Context: an optimization exercise on an open-source flow, tuned for small area. The choices shown serve that exercise and are no tape-out recipe.
Only simulation tests tie the RTL to the original design; equivalence was not proved.
No activity file was given, so power comes from the tool's default toggle rates.

==> design/flow/design.v <==
module hvsync_generator(
	input            clk,
	input            reset,
	output reg [9:0] x,
	output reg [9:0] y,
	output           hblank,    
	output           vblank,    
	output           display,   
	output           hs,
	output           vs
);
function [9:0] inc10(input [9:0] v);
	integer i;
	reg c;
	begin
		c = 1'b1;
		for (i = 0; i < 10; i = i + 1) begin
			inc10[i] = v[i] ^ c;
			c = c & v[i];
		end
	end
endfunction
wire x640  = (x == 10'd640);
wire ystep = (x == 10'd975);
wire y480  = (y == 10'd480);
always @(posedge clk) begin
	if (reset) x <= 10'd639;
	else if (x640) x <= 10'd865;
	else x <= inc10(x);
end
always @(posedge clk) begin
	if (reset) y <= 10'd480;
	else if (ystep) begin
		if (y480) y <= 10'd972;
		else y <= inc10(y);
	end
end
assign hblank = x[9] & x[8];
assign vblank = y[9];
assign display = !(x[9] & (x[8] | x[7])) & !y[9] & !(y[8] & y[7] & y[6] & y[5]);
assign hs = !(x[9] & x[8] & ((x[7:4] == 4'b0111) | (x[7:6] == 2'b10) | (x[7:4] == 4'b1100)));
assign vs = !(y[9:5] == 5'b11110 && y[4:0] >= 5'd21 && y[4:0] <= 5'd30);
endmodule
module main(
	output [3:0]VGA_R,
	output [3:0]VGA_G,
	output [3:0]VGA_B,
	input CLOCK_25,
	input reset,
	input [3:0]KEY,
	output VGA_HS,
	output VGA_VS
);
function [10:0] add10(input [9:0] a, input [9:0] b, input ci);    
	integer i;
	reg c;
	begin
		c = ci;
		for (i = 0; i < 10; i = i + 1) begin
			add10[i] = a[i] ^ b[i] ^ c;
			c = (a[i] & b[i]) | (c & (a[i] ^ b[i]));
		end
		add10[10] = c;
	end
endfunction
function [7:0] sub7(input [6:0] a, input [6:0] b);    
	integer i;
	reg c;
	begin
		c = 1'b1;
		for (i = 0; i < 7; i = i + 1) begin
			sub7[i] = a[i] ^ ~b[i] ^ c;
			c = (a[i] & ~b[i]) | (c & (a[i] ^ ~b[i]));
		end
		sub7[7] = c;
	end
endfunction
function [6:0] sub6(input [5:0] a, input [5:0] b);
	integer i;
	reg c;
	begin
		c = 1'b1;
		for (i = 0; i < 6; i = i + 1) begin
			sub6[i] = a[i] ^ ~b[i] ^ c;
			c = (a[i] & ~b[i]) | (c & (a[i] ^ ~b[i]));
		end
		sub6[6] = c;
	end
endfunction
function [16:0] inc17(input [16:0] v, input ci);
	integer i;
	reg c;
	begin
		c = ci;
		for (i = 0; i < 17; i = i + 1) begin
			inc17[i] = v[i] ^ c;
			c = c & v[i];
		end
	end
endfunction
function [4:0] inc5(input [4:0] v, input ci);
	integer i;
	reg c;
	begin
		c = ci;
		for (i = 0; i < 5; i = i + 1) begin
			inc5[i] = v[i] ^ c;
			c = c & v[i];
		end
	end
endfunction
function ge10(input [9:0] v, input [9:0] k);
	integer i;
	reg r;
	begin
		r = 1'b1;
		for (i = 0; i < 10; i = i + 1)
			r = k[i] ? (v[i] & r) : (v[i] | r);
		ge10 = r;
	end
endfunction
function le10(input [9:0] v, input [9:0] k);
	integer i;
	reg r;
	begin
		r = 1'b1;
		for (i = 0; i < 10; i = i + 1)
			r = k[i] ? (!v[i] | r) : (!v[i] & r);
		le10 = r;
	end
endfunction
function rng(input [9:0] v, input [9:0] lo, input [9:0] hi);
	rng = ge10(v, lo) & le10(v, hi);
endfunction
wire [9:0] x, y;
wire hblank, vblank, display;
hvsync_generator vga0(
	.clk    (CLOCK_25),
	.reset  (reset),
	.x      (x),
	.y      (y),
	.hblank (hblank),
	.vblank (vblank),
	.display(display),
	.hs     (VGA_HS),
	.vs     (VGA_VS)
);
reg [9:0] ballX;
reg [8:0] ballY;
reg [8:0] PaddlePosition;
reg start, over;
reg [4:0] boost;
reg [16:0] tmr;
wire xl31 = &x[4:0];
wire nextpos = xl31 & (&tmr[11:0]);      
wire boosttick = xl31 & (&tmr);          
always @(posedge CLOCK_25) begin
	if (reset) tmr <= 17'h1ffff;
	else tmr <= inc17(tmr, xl31);
end
wire       eqxl = (x[2:0] == ballX[2:0]);
wire [7:0] dx   = sub7(x[9:3], ballX[9:3]);      
wire       dxz  = (dx[6:2] == 5'd0) & dx[7] & eqxl;
wire       ballX0 = (ballX == 10'd0);
wire ex0  = hblank ? ballX0 : (dxz & (dx[1:0] == 2'd0));
wire ex8  = !hblank & dxz & (dx[1:0] == 2'd1);
wire ex16 = !hblank & dxz & (dx[1:0] == 2'd2);
wire       eqyl = (y[2:0] == ballY[2:0]);
wire [6:0] dy   = sub6(y[8:3], ballY[8:3]);
wire       dyz  = (dy[5:2] == 4'd0) & dy[6] & eqyl;
wire       ballY0 = (ballY == 9'd0);
wire ey0  = vblank ? ballY0 : (dyz & (dy[1:0] == 2'd0));
wire ey8  = !vblank & dyz & (dy[1:0] == 2'd1);
wire ey16 = !vblank & dyz & (dy[1:0] == 2'd2);
wire [10:0] dps = add10(x, ~{1'b0, PaddlePosition}, 1'b1);
wire [9:0] dp = dps[9:0];
wire paddle = !hblank && !vblank && (y[8:3] == 6'd59) && dps[10] && ge10(dp, 10'd8) && le10(dp, 10'd120);
wire border = hblank || vblank || (x[9:3] == 7'd0) || (x[9:3] == 7'd79) || (y[8:3] == 6'd0);
wire BouncingObject = border | paddle;
wire [9:0] X = x;
wire [9:0] Y = y;
wire y100_130 = rng(Y, 100, 130);
wire y100_105 = rng(Y, 100, 105);
wire y115_120 = rng(Y, 115, 120);
wire y125_130 = rng(Y, 125, 130);
wire y100_120 = rng(Y, 100, 120);
wire y105_115 = rng(Y, 105, 115);
wire y115_125 = rng(Y, 115, 125);
wire p = rng(X, 180, 185) & y100_130 | rng(X, 185, 205) & (y100_105 | y115_120) | rng(X, 200, 205) & y100_120;
wire a = (rng(X, 240, 245) | rng(X, 260, 265)) & y100_130 | rng(X, 240, 265) & (y100_105 | y115_120);
wire u = (rng(X, 300, 305) | rng(X, 320, 325)) & y100_130 | rng(X, 305, 325) & y125_130;
wire s = rng(X, 360, 385) & (y100_105 | y115_120 | y125_130) | rng(X, 360, 365) & y105_115 | rng(X, 380, 385) & y115_125;
wire e = rng(X, 420, 445) & (y100_105 | y115_120 | y125_130) | rng(X, 420, 425) & y100_130;
wire pause = (p | a | u | s | e) & !start;
always @(posedge CLOCK_25)
	start <= !reset & !over & (start | ~KEY[3]);
wire btick = boosttick & (boost != 5'd31);
wire bkeep = KEY[0] ^ KEY[1];
wire [4:0] boost_inc = inc5(boost, btick & bkeep);
always @(posedge CLOCK_25)
	if (reset | (btick & !bkeep)) boost <= 5'd1;
	else boost <= boost_inc;
wire pen = nextpos & !over & start;
wire up = ~KEY[0] & pen;
wire dn = ~KEY[1] & pen;
wire psub = dn & ~up;
wire [4:0] pop = (boost & {5{up | dn}}) ^ {5{psub}};
wire [10:0] pa = add10({1'b0, PaddlePosition}, {{5{psub}}, pop}, psub);
wire pov = pa[9];    
wire [8:0] pclamp = {{4{up}}, {5{up}} & ~({5{dn}} & boost)};
wire [8:0] paddle_next = pov ? pclamp : ((up & dn) ? PaddlePosition : pa[8:0]);
always @(posedge CLOCK_25)
	if (reset | (nextpos & over)) PaddlePosition <= 9'd255;
	else PaddlePosition <= paddle_next;
reg ball_inX, ball_inY;
always @(posedge CLOCK_25)
	ball_inX <= !reset & (ball_inX ? !ex16 : (ex0 & ball_inY));
always @(posedge CLOCK_25)
	ball_inY <= !reset & (ball_inY ? !ey16 : ey0);
wire ball = ball_inX & ball_inY;
reg CollisionX1, CollisionX2, CollisionY1, CollisionY2;
wire cclr = nextpos | over;
always @(posedge CLOCK_25) CollisionX1 <= !cclr & (CollisionX1 | (BouncingObject & ex0  & ey8 ));
always @(posedge CLOCK_25) CollisionX2 <= !cclr & (CollisionX2 | (BouncingObject & ex16 & ey8 ));
always @(posedge CLOCK_25) CollisionY1 <= !cclr & (CollisionY1 | (BouncingObject & ex8  & ey0 ));
always @(posedge CLOCK_25) CollisionY2 <= !cclr & (CollisionY2 | (BouncingObject & ex8  & ey16));
reg ball_dirX, ball_dirY;
wire lost = ge10({1'b0, ballY}, 10'd461);
wire bload = reset | (nextpos & lost);
wire bmove = nextpos & !lost & start;
wire mvX = bmove & ~(CollisionX1 & CollisionX2);
wire mvY = bmove & ~(CollisionY1 & CollisionY2);
wire dmX = mvX & ball_dirX;
wire dmY = mvY & ball_dirY;
wire [4:0] stepx = (CollisionY2 ? boost : 5'd1) & {5{mvX}};
wire [10:0] bx = add10(ballX, {{5{dmX}}, stepx ^ {5{dmX}}}, dmX);
wire [10:0] by = add10({1'b0, ballY}, {1'b0, {8{dmY}}, mvY}, 1'b0);
always @(posedge CLOCK_25) begin
	if (bload) begin
		ballX <= 10'd310;
		ballY <= 9'd456;
	end else begin
		ballX <= bx[9:0];
		ballY <= by[8:0];
	end
end
always @(posedge CLOCK_25) begin
	if (reset) over <= 0;
	else if (nextpos) over <= lost;
end
always @(posedge CLOCK_25) begin
	if (reset) begin
		ball_dirX <= 0; ball_dirY <= 0;
	end else begin
		if (mvX) begin
			if (CollisionX2) ball_dirX <= 1; else if (CollisionX1) ball_dirX <= 0;
		end
		if (mvY) begin
			if (CollisionY2) ball_dirY <= 1; else if (CollisionY1) ball_dirY <= 0;
		end
	end
end
wire R = BouncingObject | ball | pause;
wire G = BouncingObject;
wire B = BouncingObject;
assign VGA_R = {4{R & display}};
assign VGA_G = {4{G & display}};
assign VGA_B = {4{B & display}};
endmodule
==> design/flow/config.mk <==
export PLATFORM = sky130hd
export DESIGN_NAME = main
export DESIGN_NICKNAME = main
export VERILOG_FILES = /design/flow/design.v
export SDC_FILE = /design/flow/constraint.sdc
export NUM_CORES = 4
export LEC_CHECK = 0
export CAP_MARGIN = 20
export CORE_MARGIN = 2
export CORE_UTILIZATION = 70
export SLEW_MARGIN = 20
==> design/flow/constraint.sdc <==
create_clock -name core_clock -period 40.0 [get_ports {CLOCK_25}]
set_input_delay 8.0000 -clock core_clock [delete_from_list [all_inputs] [get_ports {CLOCK_25}]]
set_output_delay 8.0000 -clock core_clock [all_outputs]
set_load 0.01 [all_outputs]
==> design/flow/run.sh <==
#!/bin/bash
# synth_recipe.tcl (not shown) runs the flow's synth.tcl, then flattens the netlist and writes it again
# the make line also repeats each setting of config.mk as NAME=value (left out here)
make -C /OpenROAD-flow-scripts/flow DESIGN_CONFIG=/design/flow/config.mk WORK_HOME=/design/flow/orfs CLKGATE_MAP_FILE= SYNTH_SCRIPT=/design/flow/synth_recipe.tcl finish
==> notes.md, run 1 <==
* Post-synth top area cell: dfxtp_1
* R2R cell count at 20
* Final max-slew violation count at 0
* Avg Vias per Cell at 6.02
* RSZ-0062 raised after global routing: false
* Commonest non-fill, non-tap cell in the layout: dfxtp_1
* Hold WC Path Type: register to register
* CTS Hold Bufs at 0
* Layout cells sized above 1 at 0.0759
* Mapped Cells at 633
* Syn Std Cell Area at 5650 sq um
* Area contributors post-synth: dfxtp_1 (28%), fa_1 (15%), ha_1 (10%)
* CTS tree: built
* Hpwl dp at 8930 um
* Root buffer cell: clkbuf_8
* Gr ovfl total at 0
* Synth Warn # at 2
* Initial antenna violation count at 0
* Total GRT Usage at 0.284
* Placed Area at 5790 sq um
* Reg2reg end: PaddlePosition[2]
* Register bit total from synthesis at 80
* Vias in the first global route at 4228
* Mean Syn Cell Area at 8.93 sq um
* Starting Density at 0.727
* Worst-path fanout max at 8
* Sequential-to-total area share from yosys stat at 0.283
* Antenna-violating nets left at 0
* CP required at 32.00 ns
* Fillers at 566
* DRC at 0
* Worst vdd ir at 0.0346 mV
* Worst Hold Margin at 0.460 ns
* Die area at 8810 sq um
* I/O pins at 20
* Area Growth Syn to Fin at 5.89%
* Final nets at 721
* Worst-path clk slew at 0.09 ns
* Startpoint types: register
* Row cnt at 32
* Synth cell types at 62
* Worst Hold Launch: vga0.x[0]
* Ant diodes at 0
* Vias at 4416
* Floorplan core area at 7770 sq um
* Placer Congestion at 0.909
* Final setup TNS at 0 ns
* Setup CP Type: register to output pin
* Setup ws final at 26.50 ns
* Post-Synthesis Net Count at 727
* Largest net degree at the start of global routing at 36
* Routed WL per cell at 16.0 um
* Final setup fails at 0
* Final Critical Period at 13.50 ns
* Hold EP: vga0.x[0]
* Total power at 246 uW
* Async SR Flop Fraction at 0
* Final Skew at 0.0142 ns
* Fin crit share at 0.337
* Final hold violation count at 0
* Outcome: no timing/DRC/antenna violations
* DRT iter0 DRCs at 253
* Post-CTS Setup Repair Bufs at 0
* EDFF count, synth at 0
* H-tree depth at 3
* CP Capture Type: output pin
* Pre-CTS setup slack at 26.83 ns
* Height of the die at 93.8 um
* R2r setup slk at 33.91 ns
* Worst slew pin tran at 0.803 ns
* CP arrival at 5.50 ns
* Die W at 93.8 um
* Most frequent cells in the layout: dfxtp_1 (80), nand2_1 (59), inv_1 (52)
* Achievable frequency at 0.0741 GHz
* PortBufs at 18
* P per Cell Area at 41.2 nW/um^2
* Cts bufs inserted at 9
* First-pass GRT wire length at 19700 um
* Clk Latency, worst-skew pair at 0.36 ns
* Final Cell Area at 5980 sq um
* Final cell count without fillers at 734
* Hold Crit Depth at 1
* Max clock buf depth at 2
* P_leak at 2.53 nW
* DRT Pass-1 Iters at 5
* Slew margin rel. at 0.460
* Placed insts at 718
* Synth top area share at 0.283
* Post-CTS sizing at 0
* Most used DFF post-synth: dfxtp_1
* Max-cap violations at 0
* Final core utilization at 0.770
* Clock sinks at 80
* RR Startpoint: vga0.x[3]
* Sum of routed wire length over all layers at 11700 um
[logic make-up (layout without fill, tap and decap cells)]
family                     after synthesis  count (layout)  share of synthesized area
adders and majority gates               88              88                      0.251
DFF                                     80              80                      0.283
muxes                                    7               7                     0.0126
buffers and inverters                   89              88                     0.0678
and+or+nand+nor                        245             245                      0.234
xor gates and xnor gates                22              22                     0.0341
AOI/OAI and AO/OA                      102             102                      0.118
[how the worst max path moves through the flow]
| stage | startpoint | endpoint | slack [ns] | cells past startpoint |
|---|---|---|---|---|
| floorplan | vga0.x[0] | VGA_B[1] | 27.71 | 18 |
| global placement | KEY[0] | PaddlePosition[3] | 26.99 | 20 |
| detailed placement | KEY[0] | PaddlePosition[2] | 26.83 | 20 |
| CTS | vga0.x[0] | VGA_G[1] | 26.53 | 18 |
| global route | vga0.x[0] | VGA_G[1] | 26.23 | 18 |
| finish | vga0.x[0] | VGA_G[1] | 26.50 | 18 |
[critical path, cell delays in order, from the launching register on]
cell	delay (ns)
dfxtp_1	0.42
inv_1	0.09
ha_1	0.21
inv_1	0.07
fa_1	0.19
fa_1	0.20
fa_1	0.19
fa_1	0.16
inv_1	0.05
fa_1	0.38
fa_1	0.41
fa_1	0.40
fa_1	0.39
ha_1	0.30
nand4b_1	0.08
nor3_1	0.22
nand3_1	0.15
a31oi_1	0.55
clkdlybuf4s50_1	0.66
[cells in the mapped netlist (8+ instances only)]
cell type	number
ha_1	46
fa_1	42
xnor2_1	14
xor2_1	8
inv_1	52
clkbuf_1	19
nor4_1	11
o21ai_0	25
nand2b_1	13
dfxtp_1	80
or2_2	19
nand4_1	13
nor3_1	18
a21oi_1	26
buf_4	11
nand3_1	13
and2_1	13
nor2_1	47
nand2_1	59
[sequential cells by signal, indices dropped and copies added, names as in the netlist]
name,cells
CollisionX1,1
CollisionY1,1
CollisionX2,1
PaddlePosition,9
vga0.x,10
ball_dirX,1
ball_inY,1
start,1
ballX,10
ballY,9
ball_dirY,1
ball_inX,1
boost,5
over,1
CollisionY2,1
vga0.y,10
tmr,17
[final cells by class]
cell class	count	area [sq um]	area share
Multi-Input combinational cell	464	3670	0.613
Sequential cell	80	1600	0.268
Timing Repair Buffer	20	195	0.0326
Inverter	52	195	0.0326
Tap cell	102	128	0.0213
Clock buffer	9	124	0.0207
Clock inverter	7	73.8	0.0123
[layer usage]
metal	wire (um)	part of all wire	global-route usage	vias to the layer above
met3	470	0.040	0.0449	25
met2	5740	0.49	0.483	115
met1	5180	0.44	0.362	2108
met4	316	0.027	0.109	0
li1	-	-	-	2168
met5	0	0	0	-
[where the power goes]
| group | switching, mW | leakage, nW | internal (mW) |
|---|---|---|---|
| Sequential | 0.0149 | 0.651 | 0.0910 |
| Combinational | 0.0429 | 1.78 | 0.0368 |
| Clock | 0.0361 | 0.101 | 0.0247 |
==> run 2: changes to the inputs <==
--- a/design/flow/config.mk
+++ b/design/flow/config.mk
@@ -7,5 +7,5 @@
 export LEC_CHECK = 0
 export CAP_MARGIN = 20
 export CORE_MARGIN = 2
-export CORE_UTILIZATION = 70
+export CORE_UTILIZATION = 40
 export SLEW_MARGIN = 20
==> notes.md, run 2 <==
* Outcome: no timing/DRC/antenna violations
* Reg2reg end: PaddlePosition[3]
* Gr ovfl total at 0 (unchanged)
* P per Cell Area at 44.4 nW/um^2 (+7.8%)
* Floorplan core area at 13800 sq um (+78%)
* Worst-path clk slew at 0.06 ns (-0.03 ns)
* Ant diodes at 0 (unchanged)
* Final cell count without fillers at 812 (+11%)
* Vias at 4346 (-1.6%)
* Avg Vias per Cell at 5.35 (-11%)
* Routed WL per cell at 15.2 um (-4.6%)
* Sequential-to-total area share from yosys stat at 0.283 (unchanged)
* Hold WC Path Type: register to register
* Syn Std Cell Area at 5650 sq um (unchanged)
* Placer Congestion at 0.900 (-0.90%)
* Antenna-violating nets left at 0 (unchanged)
* Vias in the first global route at 4420 (+4.5%)
* DRC at 0 (unchanged)
* DR WL met2 at 5930 um (+3.4%)
* Setup ws final at 26.59 ns (+0.0843 ns)
* Setup CP Type: register to output pin
* First-pass GRT wire length at 21400 um (+8.9%)
* Mean Syn Cell Area at 8.93 sq um (unchanged)
* Sum of routed wire length over all layers at 12400 um (+5.6%)
* Clock sinks at 80 (unchanged)
* Total power at 276 uW (+12%)
* Synth top area share at 0.283 (unchanged)
* I/O pins at 20 (unchanged)
* Layout cells sized above 1 at 0.0744 (-0.00158)
* Max-cap violations at 0 (unchanged)
* Metal-1 WL at 5760 um (+11%)
* CTS Hold Bufs at 0 (unchanged)
* Most frequent cells in the layout: dfxtp_1 (80), nand2_1 (59), inv_1 (52)
* Final core utilization at 0.450 (-0.321)
* DRT Pass-1 Iters at 5 (unchanged)
* Fillers at 1332 (+140%)
* Synth Warn # at 2 (unchanged)
* Max clock buf depth at 2 (unchanged)
* Final setup fails at 0 (unchanged)
* Placed Area at 5880 sq um (+1.7%)
* Largest register FFs at 17 (unchanged)
* Wire length on met3 at 453 um (-3.6%)
* Die W at 123 um (+31%)
* Achievable frequency at 0.0745 GHz (+0.63%)
* R2R cell count at 20 (unchanged)
* Root buffer cell: clkbuf_16
* Hpwl dp at 9560 um (+7.1%)
* Final Skew at 0.00397 ns (-0.0103 ns)
* Row cnt at 43 (+34%)
* Post-synth top area cell: dfxtp_1
* RR Startpoint: vga0.x[3]
* Worst slew pin tran at 0.794 ns (-0.00924 ns)
* CP required at 32.00 ns (about the same)
* Fin crit share at 0.335 (-0.00211)
* Initial antenna violation count at 0 (unchanged)
* Final max-slew violation count at 0 (unchanged)
* Final nets at 721 (unchanged)
* Post-CTS Setup Repair Bufs at 0 (unchanged)
* Area Growth Syn to Fin at 10.0%
* P_leak at 2.59 nW (+2.3%)
* Pre-CTS setup slack at 26.80 ns (-0.0338 ns)
* Cts bufs inserted at 9 (unchanged)
* Async SR Flop Fraction at 0 (unchanged)
* Die area at 15100 sq um (+71%)
* Clk Latency, worst-skew pair at 0.35 ns (about the same)
* Final Cell Area at 6220 sq um (+3.9%)
* Post-synth top cells: dfxtp_1 (80), nand2_1 (59), inv_1 (52)
* Commonest non-fill, non-tap cell in the layout: dfxtp_1
* Most common cell in the netlist: dfxtp_1
* Post-CTS sizing at 0 (unchanged)
* PortBufs at 18 (unchanged)
* Post-Synthesis Net Count at 727 (unchanged)
* DRT iter0 DRCs at 234 (-7.5%)
* Area contributors post-synth: dfxtp_1 (28%), fa_1 (15%), ha_1 (10%)
* R2r setup slk at 33.89 ns (-0.02 ns)
* Final Critical Period at 13.41 ns (-0.0843 ns)
* Most used DFF post-synth: dfxtp_1
* CTS tree: built
* Total GRT Usage at 0.183 (-0.100)
* RSZ-0062 raised after global routing: false
* Mapped Cells at 633 (unchanged)
* Largest net degree at the start of global routing at 35 (-2.8%)
* Register bit total from synthesis at 80 (unchanged)
* Final setup TNS at 0 ns (unchanged)
* Hold Crit Depth at 1 (unchanged)
* Synth cell types at 62 (unchanged)
* EDFF count, synth at 0 (unchanged)
* H-tree depth at 3 (unchanged)
* Reg with most FFs: tmr
* Worst vdd ir at 0.0374 mV (+8.1%)
* Starting Density at 0.409 (-0.319)
* Worst Hold Launch: vga0.x[0]
* Height of the die at 123 um (+31%)
* Worst Hold Margin at 0.447 ns (-0.0130 ns)
* Hold EP: vga0.x[0]
* Worst-path fanout max at 8 (unchanged)
* Slew margin rel. at 0.466 (+0.00585)
* CP Capture Type: output pin
* Placed insts at 796 (+11%)
* Final hold violation count at 0 (unchanged)
* CP arrival at 5.41 ns (-0.09 ns)
* Max Used Layer: met4
* Startpoint types: register
-- run 2: cell counts after synthesis --
Identical to the previous run, type by type.
-- run 2: worst max path at each step --
| stage | start | end | slack, ns | cells past startpoint |
|---|---|---|---|---|
| global route | vga0.x[0] | VGA_G[1] | 26.07 | 18 |
| finish | vga0.x[0] | VGA_G[1] | 26.59 | 18 |
| floorplan | vga0.x[0] | VGA_B[1] | 27.71 | 18 |
| global placement | KEY[0] | PaddlePosition[4] | 26.87 | 20 |
| CTS | vga0.x[0] | VGA_G[1] | 26.52 | 18 |
| detailed placement | KEY[0] | PaddlePosition[3] | 26.80 | 20 |
-- run 2: worst max-delay path, cell delays in order, from the launching register on --
cell and delay [ns]:
dfxtp_1 0.40, inv_1 0.11, ha_1 0.21, inv_1 0.06, fa_1 0.18, fa_1 0.18, fa_1 0.20, fa_1 0.17
inv_1 0.05, fa_1 0.38, fa_1 0.41, fa_1 0.39, fa_1 0.39, ha_1 0.29, nand4b_1 0.09, nor3_1 0.18
nand3_1 0.15, a31oi_1 0.57, clkdlybuf4s50_1 0.66
-- run 2: cells by family after synthesis --
group                    synth area share
XOR/XNOR                           0.0341
flip-flops                          0.283
adder cells (fa/ha/maj)             0.251
multiplexers                       0.0126
AND/OR/NAND/NOR                     0.234
buffers and inverters              0.0678
AO/OA/AOI/OAI                       0.118
-- run 2: where the power goes --
group	total, mW	switching (mW)	leakage, nW	internal (mW)
registers	0.106	0.0153	0.651	0.0912
clock network	0.0923	0.0341	0.159	0.0582
logic	0.0773	0.0410	1.78	0.0363
total	0.276	0.0904	2.59	0.186
-- run 2: layout make-up --
type	instances	area [sq um]	area share
Multi-Input combinational cell	464	3670	0.590
Sequential cell	80	1600	0.258
Clock buffer	12	256	0.0413
Tap cell	180	225	0.0362
Timing Repair Buffer	20	195	0.0314
Inverter	52	195	0.0314
Clock inverter	4	76.3	0.0123
-- run 2: metal layers --
layer,up-vias,global-route usage
met5,-,0
met4,0,0.0632
met3,14,0.0418
met2,71,0.310
met1,2099,0.229
li1,2162,-
==> run 3: changes to the inputs <==
==> design/flow/flow/run.sh (new file) <==
#!/bin/bash
# Layout flow: the standard layout (standard.sh), except for the logic
# mapping in synthesis. Synthesis is the standard flow's own script (synth_recipe.tcl, so
# the registers keep their names and cells), with two changes:
#  - ABC maps the logic with flow/own.scr (deep AIG optimisation, then area
#    mapping) instead of ORFS's delay-oriented script;
#  - adders are not extracted into fa/ha cells first (ADDER_MAP_FILE empty),
#    so ABC sees and optimises all of the logic.
# Every tool's output goes to a log file in this folder.
set -euo pipefail
W=$(pwd)
export OWN_ABC_SCRIPT="$W/flow/own.scr"
{ head -n 1 synth_recipe.tcl; cat flow/abc_override.tcl; tail -n +2 synth_recipe.tcl; } > own_synth.tcl
make -C "$FLOW_HOME" DESIGN_CONFIG="$W/config.mk" WORK_HOME="$W/orfs" CLKGATE_MAP_FILE= \
	SYNTH_SCRIPT="$W/own_synth.tcl" ADDER_MAP_FILE= synth > "$W/synth_make.log" 2>&1
cp "$W/orfs/logs/sky130hd/main/base/1_2_yosys.log" "$W/own_synth_yosys.log" || true
bash standard.sh > "$W/standard_make.log" 2>&1
==> design/flow/flow/abc_override.tcl (new file) <==
# Run ABC's logic mapping with this flow's script instead of the one ORFS picks.
proc abc {args} {
  set i [lsearch -exact $args -script]
  if { $i >= 0 } {
    lset args [expr {$i + 1}] $::env(OWN_ABC_SCRIPT)
  }
  yosys abc {*}$args
}
==> design/flow/flow/own.scr (new file) <==
strash
&get -n
&deepsyn -I 4 -T 60
&put
dch -f
amap
topo
==> design/flow/standard.sh (new file) <==
#!/bin/bash
# synth_recipe.tcl (not shown) runs the flow's synth.tcl, then flattens the netlist and writes it again
# the make line also repeats each setting of config.mk as NAME=value (left out here)
make -C /OpenROAD-flow-scripts/flow DESIGN_CONFIG=/design/flow/config.mk WORK_HOME=/design/flow/orfs CLKGATE_MAP_FILE= SYNTH_SCRIPT=/design/flow/synth_recipe.tcl "${@:-finish}"
--- a/design/flow/config.mk
+++ b/design/flow/config.mk
@@ -7,5 +7,5 @@
 export LEC_CHECK = 0
 export CAP_MARGIN = 20
 export CORE_MARGIN = 2
-export CORE_UTILIZATION = 40
+export CORE_UTILIZATION = 70
 export SLEW_MARGIN = 20
removed: design/flow/run.sh
==> notes.md, run 3 <==
* Worst-path clk slew at 0.08 ns (+0.02 ns)
* Gr ovfl total at 0 (unchanged)
* Cell mode on critical path: nor2_1
* Die W at 85.9 um (-30%)
* Most frequent cells in the layout: nor2_1 (161), clkinv_1 (96), dfxtp_1 (80)
* Die area at 7380 sq um (-51%)
* Most common cell in the netlist: nor2_1
* First-pass GRT wire length at 21900 um (+2.2%)
* Starting Density at 0.731 (+0.323)
* Largest net degree at the start of global routing at 35 (unchanged)
* Row cnt at 29 (-33%)
* P per Cell Area at 40.7 nW/um^2 (-8.3%)
* Vias in the first global route at 4833 (+9.3%)
* Reg with most FFs: tmr
* Final Critical Period at 12.50 ns (-0.912 ns)
* I/O pins at 20 (unchanged)
* Achievable frequency at 0.0800 GHz (+7.3%)
* Placed insts at 786 (-1.3%)
* Height of the die at 85.9 um (-30%)
* Syn Std Cell Area at 4700 sq um (-17%)
* Vias at 5249 (+21%)
* Routed WL per cell at 16.7 um (+9.9%)
* Startpoint types: register
* Mapped Cells at 701 (+11%)
* Slew margin rel. at 0.360 (-0.106)
* Placer Congestion at 1.02 (+14%)
* H-tree depth at 3 (unchanged)
* Max clock buf depth at 2 (unchanged)
* Clock sinks at 80 (unchanged)
* Worst vdd ir at 0.0314 mV (-16%)
* Synth cell types at 44 (-29%)
* Synth top area share at 0.341 (+0.0575)
* Crit path buffers/inverters at 3 (-1)
* Worst-path cell chain: clkinv_1, nor2_1, nor2_1, o221ai_1, nor3b_1, nor2_1, a21oi_1, o211ai_1, and4b_1, a31oi_1, clkinv_1, a211oi_1, nor2_1, clkdlybuf4s50_1
* Async SR Flop Fraction at 0 (unchanged)
* DRT Pass-1 Iters at 6 (+1)
* GR Layer Usage met2 at 0.664 (+0.354)
* DRT iter0 DRCs at 475 (+100%)
* Most used DFF post-synth: dfxtp_1
* Floorplan core area at 6420 sq um (-54%)
* Delay-heaviest family, CP: simple AND/OR/NAND/NOR gates
* Pre-CTS setup slack at 28.16 ns (+1.36 ns)
* Area contributors post-synth: dfxtp_1 (34%), nor2_1 (13%), clkinv_1 (7.7%)
* PortBufs at 18 (unchanged)
* Cts bufs inserted at 9 (unchanged)
* Sequential-to-total area share from yosys stat at 0.341 (+0.0575)
* Worst slew pin tran at 0.954 ns (+0.160 ns)
* Final max-slew violation count at 0 (unchanged)
* Post-CTS Setup Repair Bufs at 0 (unchanged)
* CP required at 32.00 ns (about the same)
* Final cell count without fillers at 802 (-1.2%)
* Setup CP Type: register to output pin
* Post-CTS sizing at 0 (unchanged)
* Post-synth top cells: nor2_1 (161), clkinv_1 (96), dfxtp_1 (80)
* Commonest non-fill, non-tap cell in the layout: nor2_1
* Final Skew at 0.00756 ns (+0.00359 ns)
* Register bit total from synthesis at 80 (unchanged)
* Avg Vias per Cell at 6.54 (+22%)
* Final nets at 726 (+0.69%)
* Final setup fails at 0 (unchanged)
* Root buffer cell: clkbuf_8
* Area Growth Syn to Fin at 9.40%
* CP arrival at 4.50 ns (-0.91 ns)
* Max-cap violations at 0 (unchanged)
* Met3 global-route usage at 0.0770 (+0.0352)
* Total GRT Usage at 0.367 (+0.183)
* Hold WC Path Type: register to register
* Largest stage delay, worst path at 0.59 ns (-0.07 ns)
* Initial antenna violation count at 0 (unchanged)
* Synth Warn # at 2 (unchanged)
* Sum of routed wire length over all layers at 13400 um (+8.6%)
* Worst-path fanout max at 10 (+2)
* RSZ-0062 raised after global routing: false
* Final setup TNS at 0 ns (unchanged)
* Post-synth top area cell: dfxtp_1
* Fillers at 463 (-65%)
* EDFF count, synth at 0 (unchanged)
* Grt met1 use at 0.413 (+0.184)
* Setup ws final at 27.50 ns (+0.912 ns)
* CTS tree: built
* Antenna-violating nets left at 0 (unchanged)
* Fin crit share at 0.313 (-0.0228)
* Outcome: no timing/DRC/antenna violations
* Clk Latency, worst-skew pair at 0.36 ns (about the same)
* Busiest metal layer after global routing: met2
* CTS Hold Bufs at 0 (unchanged)
* Total power at 209 uW (-24%)
* DRC at 0 (unchanged)
* Slowest CP cell: dfxtp_1
* Final core utilization at 0.800 (+0.351)
* Mean Syn Cell Area at 6.70 sq um (-25%)
* CP Capture Type: output pin
* Layout cells sized above 1 at 0.0221 (-0.0523)
* Post-Synthesis Net Count at 707 (-2.8%)
* Largest register FFs at 17 (unchanged)
* Ant diodes at 0 (unchanged)
* Hpwl dp at 9860 um (+3.1%)
* Final hold violation count at 0 (unchanged)
* P_leak at 1.84 nW (-29%)
-- run 3: area by class of cell --
class	instances	area (sq um)	share of cell area
clock buffer	12	165	0.0321
clock inverter	4	75.1	0.0146
inverter	96	360	0.0701
multi-input combinational	515	2660	0.518
sequential	80	1600	0.312
tap	77	96.3	0.0187
timing repair buffer	18	180	0.0351
-- run 3: layer usage --
layer,vias up,share of wire
met4,0,0.038
met3,66,0.071
met2,296,0.49
met5,-,0
met1,2386,0.40
li1,2501,-
-- run 3: cell families (layout without fill, tap and decap cells) --
| group | Yosys count | in the layout | share of synthesized area |
|---|---|---|---|
| xor+xnor | 1 | 1 | 0.00187 |
| simple gates | 300 | 300 | 0.280 |
| compound gates | 214 | 214 | 0.284 |
| flops | 80 | 80 | 0.341 |
| buf+inv | 106 | 130 | 0.0927 |
-- run 3: worst register-to-register path, delay by kind of cell, from the launching register on --
family | cells | cell delay [ns]
AOI/OAI and AO/OA | 9 | 1.59
and+or+nand+nor | 18 | 3.92
DFF | 1 | 0.59
buffers and inverters | 1 | 0.35
-- run 3: path summary, 6_finish.rpt --
check | from | end | slack, ns | depth (start not counted)
worst max-delay path | vga0.x[3] | VGA_R[3] | 27.50 | 14
worst min-delay path | over | start | 0.49 | 1
worst min register to register | over | start | 0.49 | 1
worst max register to register | vga0.x[3] | PaddlePosition[5] | 33.43 | 28
-- run 3: metrics by stage --
step / hold slack (ns) / instance area, sq um
2_1_floorplan: 0.417 / 4700
3_3_place_gp: 0.443 / 4900
3_5_place_dp: 0.472 / 4900
4_1_cts: 0.485 / 5140
5_1_grt: 0.507 / 5140
6_report: 0.494 / 5140
-- run 3: power by group --
part	switching [mW]	total, mW	internal (mW)
clock network	0.0311	0.0714	0.0403
registers	0.00774	0.0944	0.0867
logic	0.0284	0.0436	0.0152
==> run 4: changes to the inputs <==
--- a/design/flow/design.v
+++ b/design/flow/design.v
@@ -20,9 +20,9 @@
 		end
 	end
 endfunction
-wire x640  = (x == 10'd640);
+wire x640  = x[9] & ~x[8] & x[7];       
 wire ystep = (x == 10'd975);
-wire y480  = (y == 10'd480);
+wire y480  = ~y[9] & (&y[8:5]);         
 always @(posedge clk) begin
 	if (reset) x <= 10'd639;
 	else if (x640) x <= 10'd865;
--- a/design/flow/flow/run.sh
+++ b/design/flow/flow/run.sh
@@ -6,6 +6,8 @@
 #    mapping) instead of ORFS's delay-oriented script;
 #  - adders are not extracted into fa/ha cells first (ADDER_MAP_FILE empty),
 #    so ABC sees and optimises all of the logic.
+# The layout steps are standard.sh's, with two arguments set: clock tree
+# synthesis inserts no dummy loads, and the port buffers are buf_1 cells.
 # Every tool's output goes to a log file in this folder.
 set -euo pipefail
 W=$(pwd)
@@ -14,4 +16,6 @@
 make -C "$FLOW_HOME" DESIGN_CONFIG="$W/config.mk" WORK_HOME="$W/orfs" CLKGATE_MAP_FILE= \
 	SYNTH_SCRIPT="$W/own_synth.tcl" ADDER_MAP_FILE= synth > "$W/synth_make.log" 2>&1
 cp "$W/orfs/logs/sky130hd/main/base/1_2_yosys.log" "$W/own_synth_yosys.log" || true
+export CTS_ARGS="-sink_clustering_enable -repair_clock_nets -dont_use_dummy_load"
+export BUFFER_PORTS_ARGS="-buffer_cell sky130_fd_sc_hd__buf_1"
 bash standard.sh > "$W/standard_make.log" 2>&1
==> notes.md, run 4 <==
* Fin crit share at 0.292 (-0.0209)
* Floorplan core area at 6420 sq um (unchanged)
* Largest stage delay, worst path at 0.65 ns (+0.06 ns)
* EDFF count, synth at 0 (unchanged)
* Worst vdd ir at 0.0480 mV (+53%)
* CP required at 40.24 ns (+8.24 ns)
* Async SR Flop Fraction at 0 (unchanged)
* CP Capture Type: register
* Area Growth Syn to Fin at 4.69%
* Gr ovfl total at 0 (unchanged)
* Hpwl dp at 9620 um (-2.4%)
* Total GRT Usage at 0.359 (-0.00726)
* Root buffer cell: clkbuf_8
* Most common cell in the netlist: nor2_1
* Post-synth top area cell: dfxtp_1
* Mapped Cells at 706 (+0.71%)
* DRT Pass-1 Iters at 22 (+16)
* CP arrival at 11.91 ns (+7.41 ns)
* Final setup TNS at 0 ns (unchanged)
* First-pass GRT wire length at 21400 um (-2.5%)
* Post-synth top cells: nor2_1 (166), clkinv_1 (97), dfxtp_1 (80)
* Cts bufs inserted at 9 (unchanged)
* Final cell count without fillers at 801 (-0.12%)
* Sum of routed wire length over all layers at 12900 um (-3.7%)
* Clk Latency, worst-skew pair at 0.37 ns (about the same)
* Worst-path fanout max at 7 (-3)
* Most frequent cells in the layout: nor2_1 (166), clkinv_1 (97), dfxtp_1 (80)
* Routed WL per cell at 16.1 um (-3.6%)
* Final setup fails at 0 (unchanged)
* Outcome: no timing/DRC/antenna violations
* Layout cells sized above 1 at 0.0138 (-0.00826)
* Final Cell Area at 4910 sq um (-4.4%)
* Final hold violation count at 0 (unchanged)
* I/O pins at 20 (unchanged)
* PortBufs at 18 (unchanged)
* Startpoint types: primary input
* Total power at 297 uW (+42%)
* Largest net degree at the start of global routing at 28 (-20%)
* Clock sinks at 80 (unchanged)
* Worst-path clk slew at 0.08 ns (about the same)
* Commonest non-fill, non-tap cell in the layout: nor2_1
* Synth Warn # at 2 (unchanged)
* Worst-path cell chain: buf_1, nor2_1, nor2_1, nand3_1, o22ai_1, o21ai_0, nor4_1, a21oi_1, nor2_1, o21ai_0, nor2_1, o21ai_0, nor3_1, a21oi_1, nor3_1, clkinv_1, o32a_1
* Largest register FFs at 17 (unchanged)
* Post-CTS Setup Repair Bufs at 0 (unchanged)
* Fillers at 505 (+9.1%)
* Placed Area at 4790 sq um (-2.2%)
* Setup CP Type: primary input to register
* Max clock buf depth at 2 (unchanged)
* Post-CTS sizing at 0 (unchanged)
* Sequential-to-total area share from yosys stat at 0.341 (about the same)
* P_leak at 1.73 nW (-6.1%)
* CTS Hold Bufs at 0 (unchanged)
* Crit path buffers/inverters at 2 (-1)
* Syn Std Cell Area at 4690 sq um (about the same)
* Slowest CP cell: nor3_1
* Delay-heaviest family, CP: simple AND/OR/NAND/NOR gates
* Synth cell types at 43 (-2.3%)
* Height of the die at 85.9 um (about the same)
* Final Critical Period at 11.67 ns (-0.835 ns)
* RSZ-0062 raised after global routing: false
* Placer Congestion at 0.975 (-4.9%)
* Antenna-violating nets left at 0 (unchanged)
* Starting Density at 0.731 (about the same)
* Die area at 7380 sq um (about the same)
* P per Cell Area at 60.4 nW/um^2 (+48%)
* Cell mode on critical path: nor2_1
* Register bit total from synthesis at 80 (unchanged)
* Achievable frequency at 0.0857 GHz (+7.2%)
* Synth top area share at 0.341 (about the same)
* Slew margin rel. at 0.395 (+0.0351)
* Post-Synthesis Net Count at 712 (+0.71%)
* Max-cap violations at 0 (unchanged)
* Final core utilization at 0.765 (-0.0349)
* Placed insts at 792 (+0.76%)
* Vias at 5185 (-1.2%)
* Hold WC Path Type: register to register
* DRC at 0 (unchanged)
* Area contributors post-synth: dfxtp_1 (34%), nor2_1 (13%), clkinv_1 (7.8%)
* H-tree depth at 3 (unchanged)
* Initial antenna violation count at 0 (unchanged)
* Worst slew pin tran at 0.900 ns (-0.0537 ns)
* Reg with most FFs: tmr
* Most used DFF post-synth: dfxtp_1
* Vias in the first global route at 4701 (-2.7%)
* Row cnt at 29 (unchanged)
* CTS tree: built
* Final Skew at 0.0280 ns (+0.0204 ns)
* Mean Syn Cell Area at 6.65 sq um (-0.76%)
* DRT iter0 DRCs at 580 (+22%)
* Avg Vias per Cell at 6.47 (-1.1%)
* Final max-slew violation count at 0 (unchanged)
* Ant diodes at 0 (unchanged)
* Die W at 85.9 um (about the same)
* Final nets at 732 (+0.83%)
[run 4: metal layers]
layer / track usage / part of all wire
met1: 0.453 / 0.41
met5: 0 / 0
met4: 0.131 / 0.034
met3: 0.0703 / 0.090
met2: 0.610 / 0.47
[run 4: power by group]
| group | switching [mW] | total, mW | internal [mW] | leakage, nW |
|---|---|---|---|---|
| clock network | 0.0267 | 0.0469 | 0.0201 | 0.0647 |
| logic | 0.0831 | 0.129 | 0.0461 | 1.02 |
| registers | 0.0219 | 0.121 | 0.0987 | 0.651 |
| total | 0.132 | 0.297 | 0.165 | 1.73 |
[run 4: kinds of logic (layout without fill, tap and decap cells)]
group                  Yosys count  count (layout)  share of synthesized area
flip-flops                      80              80                      0.341
AND/OR/NAND/NOR                323             323                      0.300
AO/OA/AOI/OAI                  195             195                      0.263
buffers and inverters          107             125                     0.0935
XOR/XNOR                         1               1                    0.00187
[run 4: final cells by class]
| class | instances | area [sq um] | area share |
|---|---|---|---|
| inverter | 97 | 364 | 0.0741 |
| sequential | 80 | 1600 | 0.326 |
| multi-input combinational | 519 | 2650 | 0.540 |
| timing repair buffer | 19 | 75.1 | 0.0153 |
| tap | 77 | 96.3 | 0.0196 |
| clock buffer | 9 | 124 | 0.0252 |
[run 4: worst paths after layout]
| kind | start | endpoint | slack, ns | cells past startpoint |
|---|---|---|---|---|
| worst max register to register | vga0.x[2] | ballX[9] | 32.95 | 28 |
| worst max-delay path | KEY[0] | PaddlePosition[2] | 28.33 | 17 |
| worst min register to register | CollisionY1 | CollisionY1 | 0.46 | 2 |
| worst min-delay path | CollisionY1 | CollisionY1 | 0.46 | 2 |
[run 4: worst register-to-register path, delay by kind of cell (launching register included)]
kind | cells | cell delay, ns
AOI/OAI and AO/OA | 5 | 1.25
buffers and inverters | 1 | 0.32
DFF | 1 | 0.50
and+or+nand+nor | 22 | 4.86
[run 4: per-stage QoR]
step | worst slack (ns) | hold WS (ns)
finish | 28.33 | 0.464
global route | 28.00 | 0.483
CTS | 28.59 | 0.462
detailed placement | 28.25 | 0.444
global placement | 28.43 | 0.444
floorplan | 29.26 | 0.426
==> run 5: changes to the inputs <==
--- a/design/flow/design.v
+++ b/design/flow/design.v
@@ -175,7 +175,7 @@
 wire [10:0] dps = add10(x, ~{1'b0, PaddlePosition}, 1'b1);
 wire [9:0] dp = dps[9:0];
 wire paddle = !hblank && !vblank && (y[8:3] == 6'd59) && dps[10] && ge10(dp, 10'd8) && le10(dp, 10'd120);
-wire border = hblank || vblank || (x[9:3] == 7'd0) || (x[9:3] == 7'd79) || (y[8:3] == 6'd0);
+wire border = hblank || vblank || (x[9:3] == 7'd0) || (x[9] & (&x[6:3])) || (y[8:3] == 6'd0);
 wire BouncingObject = border | paddle;
 wire [9:0] X = x;
 wire [9:0] Y = y;
@@ -201,17 +201,16 @@
 	if (reset | (btick & !bkeep)) boost <= 5'd1;
 	else boost <= boost_inc;
 wire pen = nextpos & !over & start;
-wire up = ~KEY[0] & pen;
-wire dn = ~KEY[1] & pen;
+wire up = ~KEY[0];
+wire dn = ~KEY[1];
 wire psub = dn & ~up;
-wire [4:0] pop = (boost & {5{up | dn}}) ^ {5{psub}};
-wire [10:0] pa = add10({1'b0, PaddlePosition}, {{5{psub}}, pop}, psub);
+wire [10:0] pa = add10({1'b0, PaddlePosition}, {{5{psub}}, boost ^ {5{psub}}}, psub);
 wire pov = pa[9];    
 wire [8:0] pclamp = {{4{up}}, {5{up}} & ~({5{dn}} & boost)};
-wire [8:0] paddle_next = pov ? pclamp : ((up & dn) ? PaddlePosition : pa[8:0]);
+wire [8:0] paddle_next = !(up | dn) ? PaddlePosition : pov ? pclamp : (up & dn) ? PaddlePosition : pa[8:0];
 always @(posedge CLOCK_25)
 	if (reset | (nextpos & over)) PaddlePosition <= 9'd255;
-	else PaddlePosition <= paddle_next;
+	else if (pen) PaddlePosition <= paddle_next;
 reg ball_inX, ball_inY;
 always @(posedge CLOCK_25)
 	ball_inX <= !reset & (ball_inX ? !ex16 : (ex0 & ball_inY));
@@ -230,18 +229,16 @@
 wire bmove = nextpos & !lost & start;
 wire mvX = bmove & ~(CollisionX1 & CollisionX2);
 wire mvY = bmove & ~(CollisionY1 & CollisionY2);
-wire dmX = mvX & ball_dirX;
-wire dmY = mvY & ball_dirY;
-wire [4:0] stepx = (CollisionY2 ? boost : 5'd1) & {5{mvX}};
-wire [10:0] bx = add10(ballX, {{5{dmX}}, stepx ^ {5{dmX}}}, dmX);
-wire [10:0] by = add10({1'b0, ballY}, {1'b0, {8{dmY}}, mvY}, 1'b0);
+wire [4:0] stepx = CollisionY2 ? boost : 5'd1;
+wire [10:0] bx = add10(ballX, {{5{ball_dirX}}, stepx ^ {5{ball_dirX}}}, ball_dirX);
+wire [10:0] by = add10({1'b0, ballY}, {1'b0, {8{ball_dirY}}, 1'b1}, 1'b0);
 always @(posedge CLOCK_25) begin
 	if (bload) begin
 		ballX <= 10'd310;
 		ballY <= 9'd456;
 	end else begin
-		ballX <= bx[9:0];
-		ballY <= by[8:0];
+		if (mvX) ballX <= bx[9:0];
+		if (mvY) ballY <= by[8:0];
 	end
 end
 always @(posedge CLOCK_25) begin
==> design/flow/flow/own.scr (replaced) <==
strash
&get -n
&deepsyn -T 600
&put
balance -l
resub -K 6 -l
rewrite -l
resub -K 6 -N 2 -l
refactor -l
resub -K 8 -l
balance -l
resub -K 8 -N 2 -l
rewrite -l
resub -K 10 -l
rewrite -z -l
resub -K 10 -N 2 -l
balance -l
resub -K 12 -l
refactor -z -l
resub -K 12 -N 2 -l
rewrite -z -l
balance -l
dch -f
amap
topo
==> notes.md, run 5 <==
* Mapped Cells at 678 (-4.0%)
* CP Capture Type: output pin
* Vias in the first global route at 4457 (-5.2%)
* Most frequent cells in the layout: nor2_1 (173), clkinv_1 (97), dfxtp_1 (80)
* Sequential-to-total area share from yosys stat at 0.352 (+0.0107)
* Largest stage delay, worst path at 0.66 ns (about the same)
* P per Cell Area at 52.2 nW/um^2 (-14%)
* Synth top area share at 0.352 (+0.0107)
* Fin crit share at 0.307 (+0.0148)
* Startpoint types: register
* Register bit total from synthesis at 80 (unchanged)
* Max clock buf depth at 2 (unchanged)
* Post-synth top area cell: dfxtp_1
* Final nets at 704 (-3.8%)
* Cts bufs inserted at 9 (unchanged)
* DRT iter0 DRCs at 547 (-5.7%)
* Placed Area at 4650 sq um (-3.0%)
* Mean Syn Cell Area at 6.71 sq um (+0.97%)
* Floorplan core area at 6310 sq um (-1.7%)
* Total GRT Usage at 0.349 (-0.0106)
* Crit path buffers/inverters at 2 (unchanged)
* Starting Density at 0.721 (-0.00999)
* PortBufs at 18 (unchanged)
* Slew margin rel. at 0.328 (-0.0674)
* Worst slew pin tran at 0.983 ns (+0.0827 ns)
* Post-CTS Setup Repair Bufs at 0 (unchanged)
* Initial antenna violation count at 0 (unchanged)
* Layout cells sized above 1 at 0.0144 (+0.000556)
* Largest register FFs at 17 (unchanged)
* Final setup TNS at 0 ns (unchanged)
* Total power at 249 uW (-16%)
* Final Skew at 0.0315 ns (+0.00353 ns)
* Worst vdd ir at 0.0489 mV (+1.9%)
* Async SR Flop Fraction at 0 (unchanged)
* Achievable frequency at 0.0816 GHz (-4.8%)
* First-pass GRT wire length at 20500 um (-4.3%)
* Pre-CTS setup slack at 27.75 ns (-0.495 ns)
* Gr ovfl total at 0 (unchanged)
* H-tree depth at 3 (unchanged)
* Die area at 7160 sq um (-2.9%)
* Final Critical Period at 12.26 ns (+0.594 ns)
* Final setup fails at 0 (unchanged)
* Antenna-violating nets left at 0 (unchanged)
* CTS Hold Bufs at 0 (unchanged)
* DRC at 0 (unchanged)
* RSZ-0062 raised after global routing: false
* Clock sinks at 80 (unchanged)
* CP required at 32.00 ns (-8.24 ns)
* Most used DFF post-synth: dfxtp_1
* Hpwl dp at 9040 um (-6.1%)
* Area contributors post-synth: dfxtp_1 (35%), nor2_1 (14%), clkinv_1 (8.0%)
* P_leak at 1.69 nW (-2.6%)
* Setup ws final at 27.74 ns (-0.594 ns)
* Avg Vias per Cell at 6.52 (+0.72%)
* Max-cap violations at 0 (unchanged)
* Setup CP Type: register to output pin
* Routed WL per cell at 15.7 um (-2.8%)
* Root buffer cell: clkbuf_8
* Ant diodes at 0 (unchanged)
* DRT Pass-1 Iters at 8 (-64%)
* Area Growth Syn to Fin at 4.84%
* Outcome: no timing/DRC/antenna violations
* Row cnt at 29 (unchanged)
* Largest net degree at the start of global routing at 28 (unchanged)
* CTS tree: built
* Worst-path clk slew at 0.08 ns (about the same)
* Synth Warn # at 2 (unchanged)
* Delay-heaviest family, CP: compound AO/OA/AOI/OAI gates
* Height of the die at 84.6 um (-1.5%)
* Die W at 84.6 um (-1.5%)
* Reg with most FFs: tmr
* Post-Synthesis Net Count at 684 (-3.9%)
* Slowest CP cell: dfxtp_1
* Final Cell Area at 4770 sq um (-2.9%)
* Post-synth top cells: nor2_1 (173), clkinv_1 (97), dfxtp_1 (80)
* Placer Congestion at 1.01 (+3.4%)
* Final core utilization at 0.756 (-0.00940)
* Sum of routed wire length over all layers at 12100 um (-6.2%)
* Worst-path cell chain: clkinv_1, nor2_1, nor2_1, o311ai_0, o21ai_0, o21ai_0, nor4_1, a2111oi_0, nor2b_1, a31oi_1, buf_1
* Synth cell types at 38 (-12%)
* Final hold violation count at 0 (unchanged)
* Clk Latency, worst-skew pair at 0.36 ns (about the same)
* Vias at 5040 (-2.8%)
* CP arrival at 4.26 ns (-7.65 ns)
* Most common cell in the netlist: nor2_1
* Post-CTS sizing at 0 (unchanged)
* Syn Std Cell Area at 4550 sq um (-3.0%)
* Hold WC Path Type: register to register
* Commonest non-fill, non-tap cell in the layout: nor2_1
* Worst-path fanout max at 13 (+6)
* I/O pins at 20 (unchanged)
* EDFF count, synth at 0 (unchanged)
* Final max-slew violation count at 0 (unchanged)
[run 5: changes by cell type in the layout (fill, tap and decap cells not counted), sizes merged, moves of 5 or more]
cell and delta:
nand3 -11, a211oi +7, o31ai -5, nand2 -7, nor2 +7, nor3 -14, o21ai +7
[run 5: worst register-to-register path: stages, from the launching register on]
cell and delay [ns]:
dfxtp_1 0.56, clkinv_1 0.37, nor2_1 0.54, and3_1 0.30, and3_1 0.20, and3_1 0.20, and3_1 0.19, and3_1 0.21
and3_1 0.21, nand2_1 0.15, nor2_1 0.24, o21ai_0 0.25, a21oi_1 0.21, o21ai_0 0.23, a221oi_1 0.43, clkinv_1 0.21
nor2_1 0.16, nor2_1 0.06, a211oi_1 0.21
[run 5: path summary, 6_finish.rpt]
path	slack, ns	cells past startpoint	to	start
setup / recovery	27.74	11	VGA_R[3]	vga0.x[4]
hold / removal	0.48	2	CollisionX2	CollisionX2
setup reg to reg	34.97	18	ballX[9]	vga0.x[3]
hold reg to reg	0.48	2	CollisionX2	CollisionX2
[run 5: logic make-up (layout without fill, tap and decap cells)]
group / count (synthesis) / in the layout / share of synthesized area
AO/OA/AOI/OAI: 201 / 201 / 0.280
buffers and inverters: 107 / 125 / 0.0965
flip-flops: 80 / 80 / 0.352
AND/OR/NAND/NOR: 290 / 290 / 0.271
[run 5: metrics by stage]
stage | hold slack, ns | cells
floorplan | 0.397 | 678
global placement | 0.449 | 764
detailed placement | 0.455 | 764
CTS | 0.475 | 773
global route | 0.528 | 773
finish | 0.480 | 773
[run 5: per-layer routing]
metal / track usage / wire (um) / vias up
met1: 0.474 / 5170 / 2261
met5: 0 / 0 / -
met4: 0.133 / 484 / 0
li1: - / - / 2431
met2: 0.547 / 5270 / 282
met3: 0.0728 / 1190 / 66
[run 5: power breakdown]
group / total, mW / switching [mW] / leakage (nW) / internal, mW
logic: 0.0945 / 0.0620 / 0.970 / 0.0325
registers: 0.108 / 0.0157 / 0.651 / 0.0920
clock network: 0.0467 / 0.0266 / 0.0647 / 0.0202
[run 5: cell type report]
| class | count | area, sq um |
|---|---|---|
| Clock buffer | 9 | 124 |
| Fill cell | 523 | 1540 |
| Inverter | 97 | 364 |
| Multi-Input combinational cell | 491 | 2510 |
| Sequential cell | 80 | 1600 |
| Tap cell | 77 | 96.3 |
| Timing Repair Buffer | 19 | 75.1 |
==> run 6: changes to the inputs <==
--- a/design/flow/flow/run.sh
+++ b/design/flow/flow/run.sh
@@ -3,7 +3,8 @@
 # mapping in synthesis. Synthesis is the standard flow's own script (synth_recipe.tcl, so
 # the registers keep their names and cells), with two changes:
 #  - ABC maps the logic with flow/own.scr (deep AIG optimisation, then area
-#    mapping) instead of ORFS's delay-oriented script;
+#    mapping) instead of ORFS's delay-oriented script, four times with
+#    different random seeds, keeping the smallest result;
 #  - adders are not extracted into fa/ha cells first (ADDER_MAP_FILE empty),
 #    so ABC sees and optimises all of the logic.
 # The layout steps are standard.sh's, with two arguments set: clock tree
@@ -11,7 +12,12 @@
 # Every tool's output goes to a log file in this folder.
 set -euo pipefail
 W=$(pwd)
-export OWN_ABC_SCRIPT="$W/flow/own.scr"
+OWN_ABC_SCRIPTS=""
+for seed in 0 1 2 3; do
+	sed "s/SEED/$seed/" flow/own.scr > "$W/own_abc_$seed.scr"
+	OWN_ABC_SCRIPTS="$OWN_ABC_SCRIPTS $W/own_abc_$seed.scr"
+done
+export OWN_ABC_SCRIPTS
 { head -n 1 synth_recipe.tcl; cat flow/abc_override.tcl; tail -n +2 synth_recipe.tcl; } > own_synth.tcl
 make -C "$FLOW_HOME" DESIGN_CONFIG="$W/config.mk" WORK_HOME="$W/orfs" CLKGATE_MAP_FILE= \
 	SYNTH_SCRIPT="$W/own_synth.tcl" ADDER_MAP_FILE= synth > "$W/synth_make.log" 2>&1
==> design/flow/flow/abc_override.tcl (replaced) <==
# Run ABC's logic mapping with this flow's scripts instead of the one ORFS
# picks: once per script in OWN_ABC_SCRIPTS (the same optimisation with
# different random seeds), keeping the result with the smallest cell area.
proc abc {args} {
  set i [lsearch -exact $args -script]
  if { $i < 0 } {
    yosys abc {*}$args
    return
  }
  set best -1
  yosys design -save own_abc_in
  foreach script $::env(OWN_ABC_SCRIPTS) {
    yosys design -load own_abc_in
    lset args [expr {$i + 1}] $script
    yosys abc {*}$args
    set rpt [tee -q -s result.string stat -liberty [lindex $::env(LIB_FILES) 0]]
    if { ![regexp {Chip area for module[^:]*:\s*([0-9.]+)} $rpt -> area] } {
      error "no area in stat output"
    }
    puts "own abc: $script gives area $area"
    if { $best < 0 || $area < $best } {
      set best $area
      yosys design -save own_abc_best
    }
  }
  yosys design -load own_abc_best
  puts "own abc: kept area $best"
}
--- a/design/flow/flow/own.scr
+++ b/design/flow/flow/own.scr
@@ -1,6 +1,6 @@
 strash
 &get -n
-&deepsyn -T 600
+&deepsyn -T 150 -S SEED
 &put
 balance -l
 resub -K 6 -l
@@ -20,6 +20,6 @@
 resub -K 12 -N 2 -l
 rewrite -z -l
 balance -l
-dch -f
-amap
+dch -f -p
+amap -A 8 -F 2
 topo
==> notes.md, run 6 <==
* Final Critical Period at 11.53 ns (-0.727 ns)
* Fin crit share at 0.288 (-0.0182)
* Die area at 7210 sq um (+0.65%)
* RSZ-0062 raised after global routing: false
* Combinational family with the most area after synthesis: compound AO/OA/AOI/OAI gates
* Reg area at 1600 sq um (unchanged)
* Largest stage delay, worst path at 0.48 ns (-0.18 ns)
* Avg Vias per Cell at 6.56 (+0.63%)
* Area contributors post-synth: dfxtp_1 (35%), nor2_1 (12%), clkinv_1 (7.4%)
* Post-CTS Setup Repair Bufs at 0 (unchanged)
* Metal-1 WL at 5150 um (-0.54%)
* Mean Syn Cell Area at 6.87 sq um (+2.3%)
* Synth top area share at 0.349 (-0.00240)
* Register bit total from synthesis at 80 (unchanged)
* Floorplan core area at 6350 sq um (+0.57%)
* Sequential-to-total area share from yosys stat at 0.349 (-0.00240)
* Largest net degree at the start of global routing at 26 (-7.1%)
* XOR/XNOR share of the synthesized area at 0 (unchanged)
* Area Growth Syn to Fin at 4.97%
* First-pass GRT wire length at 20700 um (+1.0%)
* Worst vdd ir at 0.0462 mV (-5.5%)
* Root buffer cell: clkbuf_8
* Routed WL per cell at 16.6 um (+5.6%)
* Async SR Flop Fraction at 0 (unchanged)
* Clk Latency, worst-skew pair at 0.35 ns (about the same)
* Post-CTS sizing at 0 (unchanged)
* DRT Pass-1 Iters at 7 (-1)
* CTS tree: built
* Final nets at 694 (-1.4%)
* Cts bufs inserted at 9 (unchanged)
* I/O pins at 20 (unchanged)
* Wire length on met3 at 962 um (-19%)
* Worst slew pin tran at 0.846 ns (-0.137 ns)
* Sum of routed wire length over all layers at 12600 um (+4.2%)
* Total power at 243 uW (-2.4%)
* Final Skew at 0.00969 ns (-0.0218 ns)
* Ant diodes at 0 (unchanged)
* Row cnt at 29 (unchanged)
* Cell mode on critical path: nor2_1
* Final Cell Area at 4810 sq um (+0.81%)
* Proportion of synthesized area in mux cells at 0 (unchanged)
* Initial antenna violation count at 0 (unchanged)
* Final setup fails at 0 (unchanged)
* Largest register FFs at 17 (unchanged)
* Hpwl dp at 9270 um (+2.6%)
* Synth cell types at 43 (+13%)
* Syn Std Cell Area at 4580 sq um (+0.69%)
* Final hold violation count at 0 (unchanged)
* Post-Synthesis Net Count at 673 (-1.6%)
* Slew margin rel. at 0.430 (+0.102)
* P_leak at 1.71 nW (+1.6%)
* Hold WC Path Type: register to register
* Worst-path cell chain: buf_1, nor2_1, a21oi_1, nor2_1, a21oi_1, a21oi_1, or2_0, o221ai_1, clkinv_1, o22ai_1, nor2_1, o21a_1, a221oi_1, clkinv_1, nand2_1, nor2_1, clkinv_1, nor2_1, nor3_1, a21oi_1
* PortBufs at 18 (unchanged)
* Worst-path clk slew at 0.08 ns (about the same)
* Starting Density at 0.722 (+0.000806)
* Synth Warn # at 2 (unchanged)
* Max Used Layer: met4
* P per Cell Area at 50.5 nW/um^2 (-3.2%)
* Die W at 84.9 um (+0.32%)
* Most common cell in the netlist: nor2_1
* DR WL met2 at 6060 um (+15%)
* Layout cells sized above 1 at 0.0160 (+0.00167)
* Area of the multi-input gates at 2570 sq um (+2.3%)
* Post-synth top area cell: dfxtp_1
* Post-synth top cells: nor2_1 (149), clkinv_1 (90), dfxtp_1 (80)
* H-tree depth at 3 (unchanged)
* DRC at 0 (unchanged)
* Compound-Gate Fraction of Synth Area at 0.303 (+0.0229)
* Startpoint types: primary input
* Reg with most FFs: tmr
* CP arrival at 11.76 ns (+7.50 ns)
* Fillers at 523 (unchanged)
* Total GRT Usage at 0.352 (+0.00313)
* CP Capture Type: register
* Commonest non-fill, non-tap cell in the layout: nor2_1
* EDFF count, synth at 0 (unchanged)
* Outcome: no timing/DRC/antenna violations
* Most frequent cells in the layout: nor2_1 (149), clkinv_1 (90), dfxtp_1 (80)
* Final setup TNS at 0 ns (unchanged)
* Most used DFF post-synth: dfxtp_1
* Synth Area in Simple Gates at 0.257 (-0.0141)
* Final max-slew violation count at 0 (unchanged)
* Adder-Cell Fraction of Synth Area at 0 (unchanged)
* Worst-path fanout max at 13 (unchanged)
* CTS Hold Bufs at 0 (unchanged)
* Mapped Cells at 667 (-1.6%)
* Placed Area at 4690 sq um (+0.83%)
* Vias at 5006 (-0.67%)
* Placer Congestion at 1.01 (about the same)
* Antenna-violating nets left at 0 (unchanged)
* Slowest CP cell: a221oi_1
* Achievable frequency at 0.0867 GHz (+6.3%)
* Max clock buf depth at 2 (unchanged)
* Height of the die at 84.9 um (+0.32%)
* Vias in the first global route at 4551 (+2.1%)
* CP required at 40.23 ns (+8.23 ns)
* Clock sinks at 80 (unchanged)
* Gr ovfl total at 0 (unchanged)
* Setup CP Type: primary input to register
* DRT iter0 DRCs at 551 (+0.73%)
* Max-cap violations at 0 (unchanged)
[run 6: logic make-up (layout without fill, tap and decap cells)]
| family | after synthesis | in the layout |
|---|---|---|
| AOI/OAI and AO/OA | 214 | 214 |
| and+or+nand+nor | 273 | 273 |
| buffers and inverters | 100 | 119 |
| DFF | 80 | 80 |
[run 6: routing by layer]
| layer | GRT usage | up-vias |
|---|---|---|
| li1 | - | 2423 |
| met3 | 0.0613 | 41 |
| met2 | 0.600 | 251 |
| met5 | 0 | - |
| met1 | 0.435 | 2291 |
| met4 | 0.160 | 0 |
[run 6: through the flow]
stage                     std cells  worst slack, ns   util  hold WS (ns)
final                           763            28.47  0.758         0.464
after global routing            763            28.04  0.758         0.480
after CTS                       763            28.56  0.758         0.461
after detailed placement        754            28.24  0.738         0.442
after global placement          754            28.51  0.738         0.439
after floorplan                 667            29.39      -         0.394
[run 6: final timing paths]
check / start / end / slack [ns] / depth (start not counted)
min reg2reg: vga0.x[0] / vga0.x[0] / 0.46 / 1
max reg2reg: vga0.x[3] / boost[2] / 35.22 / 18
min: vga0.x[0] / vga0.x[0] / 0.46 / 1
max: KEY[0] / PaddlePosition[6] / 28.47 / 20
[run 6: where the power goes]
group	internal, mW	total, mW	switching [mW]
clock network	0.0202	0.0474	0.0273
logic	0.0313	0.0877	0.0564
registers	0.0913	0.108	0.0166
[run 6: final cells by class]
cell class,instances,share of cell area
multi-input combinational,487,0.534
sequential,80,0.333
inverter,90,0.0702
clock buffer,9,0.0257
tap,77,0.0200
timing repair buffer,20,0.0172
[run 6: critical path: cells and delay by family]
family / cells / cell delay (ns)
AND/OR/NAND/NOR: 8 / 1.10
AO/OA/AOI/OAI: 8 / 1.80
buffers and inverters: 4 / 0.86

port drivers added, routing unchanged:
The flow's constraints put no driver on any port. The routed layouts listed below were extracted and timed again, unchanged, in two steps.
Step 1, drivers: a clkbuf_16 drives CLOCK_25 and a buf_2 each remaining input, both assumed.
Step 2 also shifts input and output timing later by t, the mid clock arrival at the registers, as if the neighbouring blocks saw the same clock.
Three values: ideal ports, drivers, drivers and shift; two values: the first two.
run | t, ns | setup slack, ns | latest minus earliest clock arrival (ns) | slew at the worst register clock pin (ns) | pins driven straight from the clock port
run 1 | 0.392 | 26.502 / 26.466 / 26.764 | 0.014 / 0.014 | 0.10 / 0.10 | 1
run 2 | 0.381 | 26.586 / 26.548 / 26.778 | 0.004 / 0.004 | 0.06 / 0.06 | 1
run 3 | 0.385 | 27.497 / 27.466 / 27.851 | 0.008 / 0.008 | 0.09 / 0.09 | 1
run 4 | 0.383 | 28.333 / 28.339 / 27.956 | 0.028 / 0.028 | 0.09 / 0.09 | 1
run 5 | 0.379 | 27.739 / 27.705 / 27.531 | 0.031 / 0.032 | 0.09 / 0.09 | 1
run 6 | 0.382 | 28.466 / 28.477 / 28.095 | 0.010 / 0.010 | 0.08 / 0.08 | 1
After both steps every run listed still meets setup and hold. The setup slack of run 4, which loses most, moves by +0.006 ns with the drivers and by -0.377 ns with both steps.
